From an optimization exercise on the open Yosys and OpenROAD flow, aimed at small area, a short achievable clock period and few clock cycles; shortcuts taken in it are not production practice.
Only simulation tests tie the RTL to the original design; equivalence was not proved.
Power figures rest on the tool's default switching activity, not on a simulated workload.

$ cat design.v
`timescale 1ns / 1ps
module dmc_nor2(input a, input b, output y);
assign y = ~(a | b);
endmodule
module dmc_aoi222(input a0, input b0, input a1, input b1, input a2, input b2, output y);
assign y = ~((a0 & b0) | (a1 & b1) | (a2 & b2));
endmodule
module dmc_dec3n(input [2:0] a, output [7:0] y_n);
assign y_n = ~(8'd1 << a);
endmodule
module dmc_nand4(input a, input b, input c, input d, output y);
assign y = ~(a & b & c & d);
endmodule
module dmc_nand2(input a, input b, output y);
assign y = ~(a & b);
endmodule
module dmc_nor3(input a, input b, input c, output y);
assign y = ~(a | b | c);
endmodule
module data_mem_subsystem(
    input flush,
    input clk,
    input wr_en,
    input [15:0] addr,
    input [7:0] rdata,
    output [7:0] wdata,
    output stall,
    output cache_hit,
    output [15:0] mem_addr,
    output mem_wr_en,
    output [7:0] mem_wdata,
    input [7:0] mem_rdata
    );
wire [6:0] tag   = addr[15:9];
wire [5:0] index = addr[8:3];
reg [6:0] tag_field [0:63];
reg [63:0] valid;
reg       second;      
reg       rd_q;        
reg       valid_q;     
reg [6:0] diff_q;      
assign stall     = ~second;
assign cache_hit = rd_q | (valid_q & ~|diff_q);
assign wdata     = mem_rdata;
assign mem_wr_en = wr_en;
assign mem_wdata = rdata;
assign mem_addr  = addr;
wire [7:0] lo_n, hi_n;
dmc_dec3n u_lo (.a(index[2:0]), .y_n(lo_n));
dmc_dec3n u_hi (.a(index[5:3]), .y_n(hi_n));
wire alloc = second & rd_q;                  
wire [7:0] lo_wn = ~(8'd1 << index[2:0]);
wire [7:0] hi_wn = ~((8'd1 << index[5:3]) & {8{alloc}});
wire [63:0] line;      
wire [63:0] line_we;   
genvar g, b, t;
generate
    for (g = 0; g < 64; g = g + 1) begin : g_dec
        dmc_nor2 u_sel (.a(hi_n[g/8]),  .b(lo_n[g%8]), .y(line[g]));
        dmc_nor2 u_we  (.a(hi_wn[g/8]), .b(lo_wn[g%8]), .y(line_we[g]));
    end
endgenerate
wire [7:0] ent [0:63];
wire [21:0] part_n [0:7];
wire [7:0] entry;
generate
    for (g = 0; g < 64; g = g + 1) begin : g_ent
        assign ent[g] = {valid[g], tag_field[g]};
    end
    for (b = 0; b < 8; b = b + 1) begin : g_bit
        for (t = 0; t < 21; t = t + 1) begin : g_term
            dmc_aoi222 u (.a0(line[3*t]),   .b0(ent[3*t][b]),
                          .a1(line[3*t+1]), .b1(ent[3*t+1][b]),
                          .a2(line[3*t+2]), .b2(ent[3*t+2][b]),
                          .y(part_n[b][t]));
        end
        dmc_nand2 u_last (.a(line[63]), .b(ent[63][b]), .y(part_n[b][21]));
        wire [5:0] grp;
        wire [1:0] grp_n;
        for (t = 0; t < 5; t = t + 1) begin : g_grp
            dmc_nand4 u (.a(part_n[b][4*t]), .b(part_n[b][4*t+1]),
                         .c(part_n[b][4*t+2]), .d(part_n[b][4*t+3]), .y(grp[t]));
        end
        dmc_nand2 u_g5 (.a(part_n[b][20]), .b(part_n[b][21]), .y(grp[5]));
        dmc_nor3 u_n0 (.a(grp[0]), .b(grp[1]), .c(grp[2]), .y(grp_n[0]));
        dmc_nor3 u_n1 (.a(grp[3]), .b(grp[4]), .c(grp[5]), .y(grp_n[1]));
        dmc_nand2 u_out (.a(grp_n[0]), .b(grp_n[1]), .y(entry[b]));
    end
endgenerate
integer i;
always @(posedge clk) begin
    second  <= ~second & ~flush;
    rd_q    <= ~wr_en;
    valid_q <= entry[7];
    diff_q  <= entry[6:0] ^ tag;
    for (i = 0; i < 64; i = i + 1) begin
        if (line_we[i])
            tag_field[i] <= tag;
        valid[i] <= ~flush & (valid[i] | line_we[i]);
    end
end
endmodule
$ cat flow/run.sh
#!/bin/bash
set -euo pipefail
export SETUP_SLACK_MARGIN=5.9
export BUFFER_PORTS_ARGS="-buffer_cell sky130_fd_sc_hd__buf_4"
export CTS_ARGS="-sink_clustering_enable -repair_clock_nets -sink_clustering_size 10 -sink_clustering_max_diameter 40 -buf_list sky130_fd_sc_hd__clkbuf_4 -dont_use_dummy_load"
res=orfs/results/sky130hd/data_mem_subsystem/base
bash standard.sh "$PWD/$res/3_3_place_gp.odb" > orfs_make_place.log 2>&1
openroad -no_init -exit flow/port_feed.tcl > port_feed.log 2>&1
bash standard.sh > orfs_make.log 2>&1
$ cat flow/port_feed.tcl
# Feed each output port's buffer straight from the input port when it is
# driven through that input port's buffer.
set odb orfs/results/sky130hd/data_mem_subsystem/base/3_3_place_gp.odb
read_db $odb
set block [ord::get_db_block]
set n 0
foreach bterm [$block getBTerms] {
  if {[$bterm getIoType] ne "OUTPUT"} { continue }
  set onet [$bterm getNet]
  set obuf ""
  foreach it [$onet getITerms] {
    if {[$it isOutputSignal]} { set obuf [$it getInst] }
  }
  if {$obuf eq "" || ![string match output* [$obuf getName]]} { continue }
  set a [$obuf findITerm A]
  set mnet [$a getNet]
  set ibuf ""
  foreach it [$mnet getITerms] {
    if {[$it isOutputSignal]} { set ibuf [$it getInst] }
  }
  if {$ibuf eq "" || ![string match input* [$ibuf getName]]} { continue }
  set pnet [[$ibuf findITerm A] getNet]
  set isport 0
  foreach bt [$pnet getBTerms] {
    if {[$bt getIoType] eq "INPUT"} { set isport 1 }
  }
  if {!$isport} { continue }
  $a disconnect
  $a connect $pnet
  puts "fed [$obuf getName] ([$bterm getName]) from port net [$pnet getName]"
  incr n
}
puts "reconnected $n output buffers"
write_db $odb
$ cat standard.sh
#!/bin/bash
# synth_recipe.tcl (not shown) runs the flow's synth.tcl, then flattens the netlist and writes it again
# the make line also repeats each setting of config.mk as NAME=value (left out here)
make -C /OpenROAD-flow-scripts/flow DESIGN_CONFIG=/design/flow/config.mk WORK_HOME=/design/flow/orfs CLKGATE_MAP_FILE= SYNTH_SCRIPT=/design/flow/synth_recipe.tcl "${@:-finish}"
$ cat config.mk
export PLATFORM = sky130hd
export DESIGN_NAME = data_mem_subsystem
export DESIGN_NICKNAME = data_mem_subsystem
export VERILOG_FILES = /design/flow/design.v
export SDC_FILE = /design/flow/constraint.sdc
export NUM_CORES = 4
export LEC_CHECK = 0
export CAP_MARGIN = 20
export CORE_MARGIN = 2
export CORE_UTILIZATION = 65
export CTS_BUF_LIST = sky130_fd_sc_hd__clkbuf_8
export CTS_CLUSTER_DIAMETER = 50
export CTS_CLUSTER_SIZE = 16
export SLEW_MARGIN = 20
export SYNTH_HIERARCHICAL = 1
export SYNTH_MEMORY_MAX_BITS = 8192
export SYNTH_MINIMUM_KEEP_SIZE = 0
$ cat constraint.sdc
create_clock -name core_clock -period 10.0 [get_ports {clk}]
set_input_delay 2.0000 -clock core_clock [delete_from_list [all_inputs] [get_ports {clk}]]
set_output_delay 2.0000 -clock core_clock [all_outputs]
set_load 0.01 [all_outputs]
==> results of run 1 <==
-- registers in the layout, indices dropped and copies added, names as in the netlist --
| name | flops |
|---|---|
| rd_q | 1 |
| tag_field | 448 |
| valid_q | 1 |
| diff_q | 7 |
| valid | 64 |
| second | 1 |
-- metal layers --
metal | vias up | routed length [µm] | part of all wire (%) | global-route usage, %
met5 | - | 0 | 0 | 0
met4 | 0 | 1209 | 2.8 | 9.489
met3 | 81 | 4252 | 9.9 | 5.987
met2 | 569 | 20120 | 47 | 44.98
met1 | 5385 | 17270 | 40 | 41.31
li1 | 4710 | - | - | -
-- power by group through the flow --
stage	logic, µW	clock network [µW]	registers [µW]
6_report	119	881	2370
5_1_grt	127	988	2370
4_1_cts	117	905	2370
3_5_place_dp	115	0	2420
3_3_place_gp	113	0	2420
2_1_floorplan	64.1	0	2420
-- repair_timing --
| action | in CTS | in global routing |
|---|---|---|
| setup endpoints to repair | 14 | 7 |
| endpoints found under the hold margin | 0 | 0 |
| resized for setup | 14 | 1 |
-- modules after synthesis, one instance, submodules excluded --
module              cell area [µm²]  times used
dmc_nor3                      10.01          16
data_mem_subsystem            15930           1
dmc_aoi222                    10.01         168
dmc_nor2                      3.754         128
dmc_nand4                     6.256          40
dmc_nand2                     3.754          24
dmc_dec3n                     60.06           2
-- logic make-up after synthesis --
logic type             after synthesis  synth area share [%]
AND/OR/NAND/NOR                    377                 9.208
XOR/XNOR                             7                0.3277
flip-flops                         522                 79.82
AO/OA/AOI/OAI                      169                 9.028
buffers and inverters               42                 1.618
-- through the flow --
| stage | utilization [%] | cell area, µm² | total power [µW] | hold slack, ns |
|---|---|---|---|---|
| after global routing | 68.79 | 19640 | 3489 | 0.4868 |
| final | 68.79 | 19640 | 3372 | 0.4633 |
| after floorplan | - | 18830 | 2485 | 0.4174 |
| after CTS | 68.77 | 19630 | 3395 | 0.4665 |
| after detailed placement | 67.01 | 19130 | 2537 | 0.4398 |
| after global placement | 67.01 | 19130 | 2535 | 0.4287 |
-- final cells by class --
| cell class | instances | share of cell area (%) |
|---|---|---|
| antenna | 1 | 0.01274 |
| multi-input combinational | 553 | 17.69 |
| inverter | 2 | 0.03823 |
| tap | 384 | 2.447 |
| clock buffer | 60 | 2.294 |
| timing repair buffer | 31 | 1.472 |
| sequential | 522 | 76.05 |
-- path summary, 6_finish.rpt --
check	startpoint	endpoint	cells past startpoint
worst min register to register	second	second	1
worst min-delay path	second	second	1
worst max-delay path	addr[7]	mem_addr[7]	1
worst max register to register	rd_q	tag_field[41][2]	3
-- placed cells by master, fill, tap and decap left out, drive strengths merged --
cell type | Yosys | routed
nor2 | 259 | 259
a222oi | 168 | 168
inv | 2 | 2
nor3 | 16 | 16
edfxtp | 448 | 448
buf | 40 | 31
and3 | 1 | 1
nor4 | 1 | 1
xor2 | 7 | 7
or3b | 8 | 8
nor2b | 2 | 2
nor4b | 1 | 1
nand4 | 40 | 40
clkbuf | 0 | 60
or3 | 3 | 3
diode | 0 | 1
a21o | 1 | 1
dfxtp | 74 | 74
nand3 | 5 | 5
and3b | 1 | 1
nand2 | 31 | 31
nand3b | 9 | 9
==> reports/qor.txt, run 1 <==
worst-path fanout max - 2
post-CTS setup buffer count - 0
vias - 10,745
drt first pass iters - 6
Non-Filler Instances - 1,553
Combinational Power Share - 3.5%
Wirelength per Cell - 27.59 µm
internal power - 2674 µW
CTS H-tree depth - 2
GR Util All Layers - 28.74%
Post-synth top flop - edfxtp_1
syn_area_per_cell - 16.75 µm²
Yosys top cell area share - 71.90%
DP HPWL - 27.40 mm
Synth area leaders - edfxtp_1 (72%), a222oi_1 (9.0%), dfxtp_1 (7.9%)
CTS root buf - clkbuf_4
register area - 0.01493 mm²
Fillers - 2,009
highest clock rate - 243.3 MHz
number of warnings issued by yosys - 9
gr ovfl total - 0
# IOs - 70
RSZ-0062 raised after global routing - true
Critical Path Start Type - primary input
register-to-register setup slack - 7.89 ns
Max Cap Viol - 0
cell taking the most area after synthesis - edfxtp_1
data arrival time of the worst path - 2.11 ns
worst-path cell chain - buf_8
proportion of power drawn by flip-flops and latches - 70.3%
Final min period - 4.111 ns
CTS Buf Count - 60
final WL - 42.85 mm
Async S/R FF share, synth - 0%
DRC - 0
clock skew - 0.04839 ns
Longest Clk Path Bufs - 3
clk slew on worst S/H paths - 0.10 ns
clock sinks - 522
Seq/Total Area, Yosys - 79.82%
peak supply drop - 0.0001603 V
Die Y-Extent - 173.7 µm
final RePlAce weighted congestion - 0.8941
setup ws final - 5.889 ns
Slew HR - 36.57%
Multi-input gate area - 0.003473 mm²
Via density - 6.919
CP peak stage delay - 0.11 ns
Setup TNS - 0 ns
FP Rows - 62
worst path buffer plus inverter count - 1
Hold Path Class - reg -> reg
EDFF count, synth - 448
Initial Utilization - 65.54%
largest net degree at the start of global routing - 66
initial antenna violation count - 1
synth cell count leaders - edfxtp_1 (448), nor2_1 (259), a222oi_1 (168)
Leakage - 0.006045 µW
vias in the first global route - 10,492
Die Area - 0.03016 mm²
post-cts hold buffer count - 0
DRT iter0 DRCs - 1,788
layout cells sized above 1 - 9.161%
CTS tree - done
critical path's top delay family - buffers and inverters
core area - 0.02855 mm²
Setup violations, final - 0
synthesized area - 0.01871 mm²
dpl ws - 5.464 ns
port buffer count - 31
Final Net Count - 1,205
Clock Power Share - 26.1%
Required @ worst endpoint - 8.00 ns
count leader, synth - edfxtp_1
PD cells - 171.7 mW/mm²
Final ANT Viol Nets - 0
Crit-path slowest cell - buf_8
Distinct cells, synth - 21
Syn Inst Count - 1,117
CP Class - in -> out
Final Slew Violations - 0
Synthesized Nets - 1,152
Synth Register Bits - 522
Sw Share - 20.72%
sw power - 698.7 µW
die width - 173.7 µm
endpoints failing hold - 0
Least-Margin Pin Slew - 0.9480 ns
period utilisation layout - 41.11%
Skew-Pair Late Insertion Delay - 0.72 ns
status - no timing/DRC/antenna violations
Layout Area Growth over Synthesis - 4.955%
first-pass GRT wire length - 64.36 mm
Worst setup EP type - output pin
Inst Count DP - 1,492
Testbench counts, summed over its fixed seeds: cycles 64,000.
==> run 2, diff against run 1 <==
--- a/design.v
+++ b/design.v
@@ -16,4 +16,4 @@
 endmodule
-module dmc_nor3(input a, input b, input c, output y);
-assign y = ~(a | b | c);
+module dmc_nand3(input a, input b, input c, output y);
+assign y = ~(a & b & c);
 endmodule
@@ -78,3 +78,3 @@
         wire [5:0] grp;
-        wire [1:0] grp_n;
+        wire [2:0] grp_n;
         for (t = 0; t < 5; t = t + 1) begin : g_grp
@@ -84,5 +84,6 @@
         dmc_nand2 u_g5 (.a(part_n[b][20]), .b(part_n[b][21]), .y(grp[5]));
-        dmc_nor3 u_n0 (.a(grp[0]), .b(grp[1]), .c(grp[2]), .y(grp_n[0]));
-        dmc_nor3 u_n1 (.a(grp[3]), .b(grp[4]), .c(grp[5]), .y(grp_n[1]));
-        dmc_nand2 u_out (.a(grp_n[0]), .b(grp_n[1]), .y(entry[b]));
+        dmc_nor2 u_n0 (.a(grp[0]), .b(grp[1]), .y(grp_n[0]));
+        dmc_nor2 u_n1 (.a(grp[2]), .b(grp[3]), .y(grp_n[1]));
+        dmc_nor2 u_n2 (.a(grp[4]), .b(grp[5]), .y(grp_n[2]));
+        dmc_nand3 u_out (.a(grp_n[0]), .b(grp_n[1]), .c(grp_n[2]), .y(entry[b]));
     end
--- a/flow/run.sh
+++ b/flow/run.sh
@@ -2,3 +2,3 @@
 set -euo pipefail
-export SETUP_SLACK_MARGIN=5.9
+export SETUP_SLACK_MARGIN=6.0
 export BUFFER_PORTS_ARGS="-buffer_cell sky130_fd_sc_hd__buf_4"
==> reports/qor.txt, run 2 <==
status - no timing/DRC/antenna violations
drt first pass iters - 7 (+1)
vias in the first global route - 10,216 (-2.6%)
reg-to-reg startpoint - second
Max Cap Viol - 0 (unchanged)
CP peak stage delay - 0.10 ns (about the same)
EDFF count, synth - 448 (unchanged)
period utilisation layout - 41.07% (about the same)
layout cells sized above 1 - 7.895% (-1.3 points)
first-pass GRT wire length - 64.71 mm (+0.54%)
peak supply drop - 0.0001112 V (-31%)
register area - 0.01493 mm² (unchanged)
synth cell count leaders - edfxtp_1 (448), nor2_1 (283), a222oi_1 (168)
DRT iter0 DRCs - 1,844 (+3.1%)
worst-path cell chain - buf_8
Synth area leaders - edfxtp_1 (72%), a222oi_1 (9.0%), dfxtp_1 (7.9%)
CTS Buf Count - 61 (+1.7%)
Final Slew Violations - 0 (unchanged)
Seq/Total Area, Yosys - 80.08% (+0.26 points)
GR Util All Layers - 29.45% (+0.71 points)
CTS root buf - clkbuf_4
Synth Register Bits - 522 (unchanged)
port buffer count - 31 (unchanged)
vias - 10,892 (+1.4%)
Setup TNS - 0 ns (unchanged)
Worst setup EP type - output pin
largest net degree at the start of global routing - 66 (unchanged)
Initial Utilization - 65.51% (about the same)
CP Class - in -> out
syn_area_per_cell - 16.58 µm² (-1.0%)
core area - 0.02847 mm² (-0.27%)
final WL - 44.31 mm (+3.4%)
Least-Margin Pin Slew - 0.9149 ns (-0.03305 ns)
Final ANT Viol Nets - 0 (unchanged)
crit path to - mem_addr[7]
Crit-path slowest cell - buf_8
Largest Register - tag_field
Wirelength per Cell - 28.33 µm (+2.7%)
Layout Area Growth over Synthesis - 5.106%
Post-synth top flop - edfxtp_1
clk slew on worst S/H paths - 0.06 ns (-0.04 ns)
Multi-input gate area - 0.003413 mm² (-1.7%)
most common cell after layout, fill and taps aside - edfxtp_1
Yosys top cell area share - 72.13% (+0.23 points)
Slew HR - 38.78% (+2.2 points)
synthesized area - 0.01865 mm² (-0.32%)
initial antenna violation count - 2 (+1)
data arrival time of the worst path - 2.11 ns (about the same)
count leader, synth - edfxtp_1
Non-Filler Instances - 1,564 (+0.71%)
Inst Count DP - 1,501 (+0.60%)
reg2reg path depth - 3 (unchanged)
endpoints failing hold - 0 (unchanged)
post-layout power - 3391 µW (+0.55%)
worst path buffer plus inverter count - 1 (unchanged)
Die Area - 0.03006 mm² (-0.31%)
Longest Clk Path Bufs - 3 (unchanged)
PD cells - 173.0 mW/mm² (+0.73%)
die width - 173.4 µm (-0.16%)
highest clock rate - 243.5 MHz (about the same)
Reg-to-Reg End - tag_field[58][3]
# IOs - 70 (unchanged)
DRC - 0 (unchanged)
CP Depth - 1 (unchanged)
register-to-register setup slack - 7.80 ns (-0.09 ns)
clock sinks - 522 (unchanged)
Syn Inst Count - 1,125 (+0.72%)
Final Net Count - 1,215 (+0.83%)
Skew-Pair Late Insertion Delay - 0.74 ns (+0.02 ns)
Largest register FFs - 448 (unchanged)
Hold Path Class - reg -> reg
Worst Hold Depth - 2 (+1)
critical path's top delay family - buffers and inverters
clock skew - 0.05770 ns (+0.009318 ns)
DP HPWL - 28.04 mm (+2.3%)
Critical Path Start - addr[7]
gr ovfl total - 0 (unchanged)
Setup violations, final - 0 (unchanged)
cell taking the most area after synthesis - edfxtp_1
Via density - 6.964 (+0.66%)
Distinct cells, synth - 20 (-4.8%)
largest registers - tag_field x448, valid x64, diff_q x7
Async S/R FF share, synth - 0% (unchanged)
RSZ-0062 raised after global routing - true
Synthesized Nets - 1,160 (+0.69%)
Fillers - 2,001 (-0.40%)
FP Rows - 62 (unchanged)
number of warnings issued by yosys - 9 (unchanged)
Die Y-Extent - 173.4 µm (-0.16%)
worst-path fanout max - 2 (unchanged)
Leakage - 0.006039 µW (-0.10%)
final RePlAce weighted congestion - 0.8287 (-7.3%)
commonest non-fill, non-tap cells in the layout - edfxtp_1 (448), nor2_1 (283), a222oi_1 (168)
Final min period - 4.107 ns (-0.003770 ns)
CTS H-tree depth - 2 (unchanged)
CTS tree - done
Required @ worst endpoint - 8.00 ns (about the same)
Critical Path Start Type - primary input
-- run 2: cell count changes in the layout (fill, tap and decap cells not counted), sizes merged --
cell / previous run / this run
buf: 31 / 32
clkbuf: 60 / 61
diode: 1 / 2
nand2: 31 / 23
nand3: 5 / 13
nor2: 259 / 283
nor3: 16 / 0
-- run 2: metal layers --
metal	routed length [µm]	part of all wire, %	track usage (%)
met1	17720	40	44.43
met2	20390	46	43.70
met3	5030	11	6.513
met4	1157	2.6	9.393
met5	13	0.029	0
-- run 2: stage by stage --
step,area [µm²],hold WS (ns),utilization (%),setup WS (ns)
6_report,19600,0.4691,68.85,5.893
5_1_grt,19600,0.4951,68.85,5.892
4_1_cts,19600,0.4728,68.84,5.892
3_5_place_dp,19080,0.4527,67.00,5.472
3_3_place_gp,19080,0.4443,67.00,5.216
2_1_floorplan,18770,0.4174,-,5.904
-- run 2: final cells by class --
cell class | count | area share, %
tap | 384 | 2.451
inverter | 2 | 0.03830
antenna | 2 | 0.02553
timing repair buffer | 32 | 1.551
clock buffer | 61 | 2.336
sequential | 522 | 76.19
multi-input combinational | 561 | 17.41
-- run 2: worst min path at each step --
stage                     startpoint   endpoint  slack, ns
after floorplan               second     second       0.42
after global placement     valid[40]  valid[40]       0.44
after global routing       valid[27]  valid[27]       0.50
after CTS                  valid[28]  valid[28]       0.47
final                      valid[27]  valid[27]       0.47
after detailed placement   valid[28]  valid[28]       0.45
-- run 2: kinds of logic after synthesis --
logic type	share of synthesized area, %
xor+xnor	0.3287
flops	80.08
compound gates	9.057
simple gates	8.916
buf+inv	1.624
-- run 2: modules after synthesis (local to each module, per instance) --
module | flops+latches | cell area, µm²
data_mem_subsystem | 522 | 15930
dmc_aoi222 | 0 | 10.01
dmc_dec3n | 0 | 60.06
dmc_nand2 | 0 | 3.754
dmc_nand3 | 0 | 5.005
dmc_nand4 | 0 | 6.256
dmc_nor2 | 0 | 3.754
-- run 2: what timing repair did --
item / in CTS / in global routing
endpoints found under the setup margin: 33 / 33
resized for setup: 17 / 0
setup buffers: 0 / 0
cloned: 0 / 0
hold buffers: 0 / 0
-- run 2: tightest hold or removal path, stage by stage (launching register included) --
cell and delay, ns:
dfxtp_1 0.33, nor2_1 0.04, nor2_1 0.06
-- run 2: report_power, final --
| group | switching, µW | total (µW) | internal, µW |
|---|---|---|---|
| Sequential | 4.47 | 2370 | 2370 |
| Combinational | 89.2 | 118 | 28.6 |
| Clock | 621 | 900 | 279 |
Testbench counts of run 2, summed over its fixed seeds: cycles 64,000.
==> run 3, diff against run 2 <==
--- a/flow/run.sh
+++ b/flow/run.sh
@@ -2,3 +2,3 @@
 set -euo pipefail
-export SETUP_SLACK_MARGIN=6.0
+export SETUP_SLACK_MARGIN=5.9
 export BUFFER_PORTS_ARGS="-buffer_cell sky130_fd_sc_hd__buf_4"
==> reports/qor.txt, run 3 <==
Final ANT Viol Nets - 0 (unchanged)
Die Area - 0.03006 mm² (unchanged)
vias - 10,892 (unchanged)
worst-path fanout max - 2 (unchanged)
Synth area leaders - edfxtp_1 (72%), a222oi_1 (9.0%), dfxtp_1 (7.9%)
Layout Area Growth over Synthesis - 5.106% (unchanged)
Largest Register - tag_field
Largest register FFs - 448 (unchanged)
highest clock rate - 243.5 MHz (unchanged)
vias in the first global route - 10,216 (unchanged)
Wirelength per Cell - 28.33 µm (unchanged)
CP Class - in -> out
endpoints failing hold - 0 (unchanged)
die width - 173.4 µm (unchanged)
Post-synth top flop - edfxtp_1
gr ovfl total - 0 (unchanged)
Via density - 6.964 (unchanged)
Inst Count DP - 1,501 (unchanged)
Distinct cells, synth - 20 (unchanged)
Skew-Pair Late Insertion Delay - 0.74 ns (about the same)
layout cells sized above 1 - 7.895% (unchanged)
synthesized area - 0.01865 mm² (unchanged)
Critical Path Start Type - primary input
largest registers - tag_field x448, valid x64, diff_q x7
clock sinks - 522 (unchanged)
Initial Utilization - 65.51% (unchanged)
final WL - 44.31 mm (unchanged)
status - no timing/DRC/antenna violations
DRT iter0 DRCs - 1,844 (unchanged)
# IOs - 70 (unchanged)
CP peak stage delay - 0.10 ns (about the same)
largest net degree at the start of global routing - 66 (unchanged)
synth cell count leaders - edfxtp_1 (448), nor2_1 (283), a222oi_1 (168)
period utilisation layout - 41.07% (unchanged)
Worst setup EP type - output pin
Leakage - 0.006039 µW (unchanged)
CTS Buf Count - 61 (unchanged)
Syn Inst Count - 1,125 (unchanged)
final RePlAce weighted congestion - 0.8287 (unchanged)
Synthesized Nets - 1,160 (unchanged)
PD cells - 173.0 mW/mm² (unchanged)
number of warnings issued by yosys - 9 (unchanged)
Async S/R FF share, synth - 0% (unchanged)
worst-path cell chain - buf_8
Least-Margin Pin Slew - 0.9149 ns (unchanged)
Final min period - 4.107 ns (unchanged)
RSZ-0062 raised after global routing - true
Setup violations, final - 0 (unchanged)
CTS H-tree depth - 2 (unchanged)
FP Rows - 62 (unchanged)
core area - 0.02847 mm² (unchanged)
Final Slew Violations - 0 (unchanged)
Crit-path slowest cell - buf_8
data arrival time of the worst path - 2.11 ns (about the same)
DRC - 0 (unchanged)
EDFF count, synth - 448 (unchanged)
Required @ worst endpoint - 8.00 ns (about the same)
Non-Filler Instances - 1,564 (unchanged)
CTS tree - done
clk slew on worst S/H paths - 0.06 ns (about the same)
worst path buffer plus inverter count - 1 (unchanged)
clock skew - 0.05770 ns (unchanged)
Yosys top cell area share - 72.13% (unchanged)
Max Cap Viol - 0 (unchanged)
GR Util All Layers - 29.45% (unchanged)
first-pass GRT wire length - 64.71 mm (unchanged)
Die Y-Extent - 173.4 µm (unchanged)
Synth Register Bits - 522 (unchanged)
most common cell after layout, fill and taps aside - edfxtp_1
Hold Path Class - reg -> reg
DP HPWL - 28.04 mm (unchanged)
Longest Clk Path Bufs - 3 (unchanged)
syn_area_per_cell - 16.58 µm² (unchanged)
count leader, synth - edfxtp_1
port buffer count - 31 (unchanged)
post-cts hold buffer count - 0 (unchanged)
peak supply drop - 0.0001112 V (unchanged)
critical path's top delay family - buffers and inverters
Final Net Count - 1,215 (unchanged)
Seq/Total Area, Yosys - 80.08% (unchanged)
initial antenna violation count - 2 (unchanged)
post-layout power - 3391 µW (unchanged)
drt first pass iters - 7 (unchanged)
Setup TNS - 0 ns (unchanged)
Slew HR - 38.78% (unchanged)
cell taking the most area after synthesis - edfxtp_1
commonest non-fill, non-tap cells in the layout - edfxtp_1 (448), nor2_1 (283), a222oi_1 (168)
CTS root buf - clkbuf_4
## run 3: layout make-up
class                      count  area, µm²
clock buffer                  61      457.9
tap                          384      480.5
inverter                       2      7.507
fill                        2001       8867
timing repair buffer          32      304.0
antenna                        2      5.005
multi-input combinational    561       3413
sequential                   522      14930
## run 3: per-layer routing
metal | share of wire (%) | vias to the layer above | track usage (%)
li1 | - | 4726 | -
met1 | 40 | 5421 | 44.43
met5 | 0.029 | - | 0
met3 | 11 | 86 | 6.513
met2 | 46 | 657 | 43.70
met4 | 2.6 | 2 | 9.393
## run 3: power breakdown
group	total (µW)	internal (µW)	switching (µW)
Combinational	118	28.6	89.2
Clock	900	279	621
Sequential	2370	2370	4.47
Total	3390	2680	715
## run 3: modules after synthesis, one instance, submodules excluded
module	cell area, µm²	flip-flops and latches
dmc_nand3	5.005	0
dmc_aoi222	10.01	0
dmc_nor2	3.754	0
dmc_nand2	3.754	0
dmc_nand4	6.256	0
dmc_dec3n	60.06	0
data_mem_subsystem	15930	522
## run 3: repair_timing
item                                    in CTS  in global routing
gates resized for setup                     16                  1
endpoints found under the setup margin      14                  7
buffers inserted                             0                  0
## run 3: worst paths after layout
kind | end | slack (ns) | depth (start not counted) | from
setup / recovery | mem_addr[7] | 5.89 | 1 | addr[7]
hold / removal | valid[27] | 0.47 | 2 | valid[27]
setup reg to reg | tag_field[58][3] | 7.80 | 3 | second
hold reg to reg | valid[27] | 0.47 | 2 | valid[27]
## run 3: cell families (layout without fill, tap and decap cells)
| family | count (synthesis) | count (layout) | synth area share (%) |
|---|---|---|---|
| simple gates | 385 | 385 | 8.916 |
| xor+xnor | 7 | 7 | 0.3287 |
| compound gates | 169 | 169 | 9.057 |
| flops | 522 | 522 | 80.08 |
| buf+inv | 42 | 95 | 1.624 |
| other cells | 0 | 2 | 0 |
## run 3: tightest hold or removal path, stage by stage (launching register included)
cell	delay, ns
dfxtp_1	0.33
nor2_1	0.04
nor2_1	0.06
## run 3: per-stage QoR
step / hold slack (ns) / instance area, µm² / worst slack, ns / util (%)
floorplan: 0.4174 / 18770 / 5.904 / -
finish: 0.4691 / 19600 / 5.893 / 68.85
detailed placement: 0.4527 / 19080 / 5.472 / 67.00
global placement: 0.4443 / 19080 / 5.216 / 67.00
global route: 0.4951 / 19600 / 5.892 / 68.85
CTS: 0.4728 / 19590 / 5.890 / 68.82
==> run 4, diff against run 3 <==
==> flow/run.sh (replaced) <==
#!/bin/bash
set -euo pipefail
export SETUP_SLACK_MARGIN=5.75
export BUFFER_PORTS_ARGS="-buffer_cell sky130_fd_sc_hd__buf_4"
export CTS_ARGS="-sink_clustering_enable -repair_clock_nets -sink_clustering_size 10 -sink_clustering_max_diameter 40 -buf_list sky130_fd_sc_hd__clkbuf_4 -dont_use_dummy_load"
bash standard.sh > orfs_make.log 2>&1
removed: flow/port_feed.tcl
==> reports/qor.txt, run 4 <==
status - no timing/DRC/antenna violations
Required @ worst endpoint - 8.00 ns (about the same)
Final ANT Viol Nets - 0 (unchanged)
Seq/Total Area, Yosys - 80.08% (unchanged)
Via density - 7.045 (+1.2%)
Reg-to-Reg End - tag_field[27][3]
FP Rows - 62 (unchanged)
clock sinks - 522 (unchanged)
# IOs - 70 (unchanged)
synthesized area - 0.01865 mm² (unchanged)
number of warnings issued by yosys - 9 (unchanged)
CP Class - in -> out
period utilisation layout - 42.67% (+1.6 points)
Longest Clk Path Bufs - 3 (unchanged)
post-cts hold buffer count - 0 (unchanged)
cell taking the most area after synthesis - edfxtp_1
Yosys top cell area share - 72.13% (unchanged)
port buffer count - 31 (unchanged)
count leader, synth - edfxtp_1
Largest register FFs - 448 (unchanged)
Worst Hold Depth - 2 (unchanged)
final WL - 46.25 mm (+4.4%)
Largest Register - tag_field
vias in the first global route - 10,517 (+2.9%)
placed cell area - 0.01908 mm² (unchanged)
Post-synth top flop - edfxtp_1
final RePlAce weighted congestion - 0.8244 (-0.52%)
clock skew - 0.07564 ns (+0.01794 ns)
final instance area - 0.02037 mm² (+3.9%)
Synthesized Nets - 1,160 (unchanged)
post-synthesis mux area share - 0% (unchanged)
syn_area_per_cell - 16.58 µm² (unchanged)
worst-path fanout max - 7 (+5)
Initial Utilization - 65.51% (unchanged)
Clock Power Share - 26.9% (+0.4 points)
critical path's top delay family - buffers and inverters
Worst setup EP type - output pin
DRC - 0 (unchanged)
Final Net Count - 1,243 (+2.3%)
WHS - 0.4686 ns (-0.0004210 ns)
CTS root buf - clkbuf_4
Least-Margin Pin Slew - 1.017 ns (+0.1025 ns)
Final min period - 4.267 ns (+0.1595 ns)
CTS Buf Count - 66 (+8.2%)
proportion of power drawn by flip-flops and latches - 68.4% (-1.6 points)
Syn Inst Count - 1,125 (unchanged)
Setup TNS - 0 ns (unchanged)
CP peak stage delay - 0.13 ns (+0.03 ns)
drt first pass iters - 6 (-1)
simple logic cell fraction of the synthesized area - 8.916% (unchanged)
reg-to-reg startpoint - second
worst-path cell chain - buf_16, buf_6
die width - 173.4 µm (unchanged)
GR Util All Layers - 30.85% (+1.4 points)
CTS tree - done
Final Util - 71.54% (+2.7 points)
first-pass GRT wire length - 67.26 mm (+3.9%)
initial antenna violation count - 1 (-1)
Hold Path Class - reg -> reg
gr ovfl total - 0 (unchanged)
clk slew on worst S/H paths - 0.07 ns (about the same)
Synth area leaders - edfxtp_1 (72%), a222oi_1 (9.0%), dfxtp_1 (7.9%)
data arrival time of the worst path - 2.27 ns (+0.16 ns)
Wirelength per Cell - 29.07 µm (+2.6%)
register-to-register setup slack - 7.80 ns (about the same)
highest clock rate - 234.4 MHz (-3.7%)
endpoints failing hold - 0 (unchanged)
Synth Area in Adders - 0% (unchanged)
synth cell count leaders - edfxtp_1 (448), nor2_1 (283), a222oi_1 (168)
DRT iter0 DRCs - 2,087 (+13%)
sw power - 732.7 µW (+2.5%)
worst path buffer plus inverter count - 2 (+1)
CTS H-tree depth - 3 (+1)
Async S/R FF share, synth - 0% (unchanged)
Slew HR - 31.92% (-6.9 points)
Skew-Pair Late Insertion Delay - 0.72 ns (-0.02 ns)
commonest non-fill, non-tap cells in the layout - edfxtp_1 (448), nor2_1 (283), a222oi_1 (168)
Layout Area Growth over Synthesis - 9.211%
Combinational Power Share - 4.7% (+1.2 points)
Synth Register Bits - 522 (unchanged)
core area - 0.02847 mm² (unchanged)
Die Area - 0.03006 mm² (unchanged)
hold endpoint - valid[45]
Max Cap Viol - 0 (unchanged)
DP HPWL - 26.20 mm (-6.5%)
most common cell after layout, fill and taps aside - edfxtp_1
Sw Share - 21.13% (+0.047 points)
PD cells - 170.2 mW/mm² (-1.6%)
layout cells sized above 1 - 10.03% (+2.1 points)
Compound-Gate Fraction of Synth Area - 9.057% (unchanged)
internal power - 2735 µW (+2.2%)
largest net degree at the start of global routing - 66 (unchanged)
RSZ-0062 raised after global routing - true
Setup violations, final - 0 (unchanged)
Critical Path Start - addr[12]
Final Slew Violations - 0 (unchanged)
xor/xnor share of the synthesized area - 0.3287% (unchanged)
reg2reg path depth - 3 (unchanged)
vias - 11,209 (+2.9%)
min-delay src - valid[45]
EDFF count, synth - 448 (unchanged)
Critical Path Start Type - primary input
Crit-path slowest cell - buf_16
Distinct cells, synth - 20 (unchanged)
largest family of logic cells by synthesized area - compound AO/OA/AOI/OAI gates
Die Y-Extent - 173.4 µm (unchanged)
Leakage - 0.006458 µW (+6.9%)
peak supply drop - 0.0001190 V (+7.0%)
largest registers - tag_field x448, valid x64, diff_q x7
run 4: worst max-delay path by stage:
| stage | end | slack [ns] | cells past startpoint |
|---|---|---|---|
| after floorplan | mem_addr[0] | 5.88 | 1 |
| final | mem_addr[12] | 5.73 | 2 |
| after global placement | mem_addr[12] | 5.18 | 2 |
| after CTS | mem_addr[12] | 5.72 | 2 |
| after detailed placement | mem_addr[12] | 5.14 | 2 |
| after global routing | mem_addr[12] | 5.73 | 2 |
run 4: power by group through the flow:
stage	Clock [µW]	Combinational (µW)	Sequential [µW]
2_1_floorplan	0	56.6	2420
3_3_place_gp	0	109	2420
3_5_place_dp	0	113	2420
4_1_cts	950	154	2370
5_1_grt	1030	167	2370
6_report	933	162	2370
run 4: per-stage QoR:
step                      cells  setup WS, ns  power (µW)
final                      1591         5.733        3467
after global routing       1591         5.734        3575
after CTS                  1587         5.721        3476
after detailed placement   1501         5.138        2536
after global placement     1501         5.179        2532
after floorplan            1125         5.881        2478
run 4: what timing repair did:
action / 4_1_cts / 5_1_grt
gates cloned: 14 / 1
resized for setup: 52 / 5
setup endpoints to repair: 14 / 6
setup buffers: 6 / 2
run 4: cell families after synthesis:
group                  after synthesis
flip-flops                         522
AND/OR/NAND/NOR                    385
AO/OA/AOI/OAI                      169
buffers and inverters               42
XOR/XNOR                             7
run 4: area by class of cell:
cell class	instances	area (µm²)
inverters	2	7.507
fillers	1922	8102
multi-input cells	561	3413
diodes	1	2.502
repair buffers	55	1035
flip-flops and latches	522	14930
well taps	384	480.5
clock buffers	66	495.5
run 4: modules after synthesis, one instance, submodules excluded:
| module | cell area [µm²] | cells inside | copies in the design |
|---|---|---|---|
| dmc_nor2 | 3.754 | 1 | 152 |
| dmc_nand4 | 6.256 | 1 | 40 |
| dmc_nand3 | 5.005 | 1 | 8 |
| data_mem_subsystem | 15930 | 725 | 1 |
| dmc_aoi222 | 10.01 | 1 | 168 |
| dmc_dec3n | 60.06 | 8 | 2 |
| dmc_nand2 | 3.754 | 1 | 16 |
run 4: per-layer routing:
| metal | part of all wire, % | wire length, µm | track usage (%) |
|---|---|---|---|
| met5 | 0 | 0 | 0 |
| met4 | 2.5 | 1159 | 9.110 |
| met3 | 13 | 6225 | 8.618 |
| met2 | 45 | 20830 | 45.63 |
| met1 | 39 | 18040 | 45.71 |

what the ideal ports hide:
How much do the figures lean on ideal ports? The routed layouts below were timed once more, with nothing changed but the port constraints. Step 1, drivers: a clkbuf_16 drives clk and a buf_2 each remaining input, both assumed. Step 2 also shifts input and output timing later by t, the mid clock arrival at the registers, as if the neighbouring blocks saw the same clock. a / b / c = no drivers / after step 1 / after step 2; a / b = the first two.
run	t (ns)	setup WS [ns]	worst setup path after step 2	slew at the worst register clock pin (ns)	cell pins on the clock port's net
run 1	0.754	5.889 / 5.698 / 5.368	input to register	0.11 / 0.11	1
run 2	0.766	5.893 / 5.687 / 5.373	input to register	0.11 / 0.11	1
run 3	0.766	5.893 / 5.687 / 5.373	input to register	0.11 / 0.11	1
run 4	0.723	5.733 / 5.451 / 5.341	input to register	0.12 / 0.12	1
After both steps setup and hold are still met in every run listed. For run 1, which loses most, drivers alone change the setup slack by -0.191 ns; drivers and shift together by -0.521 ns.
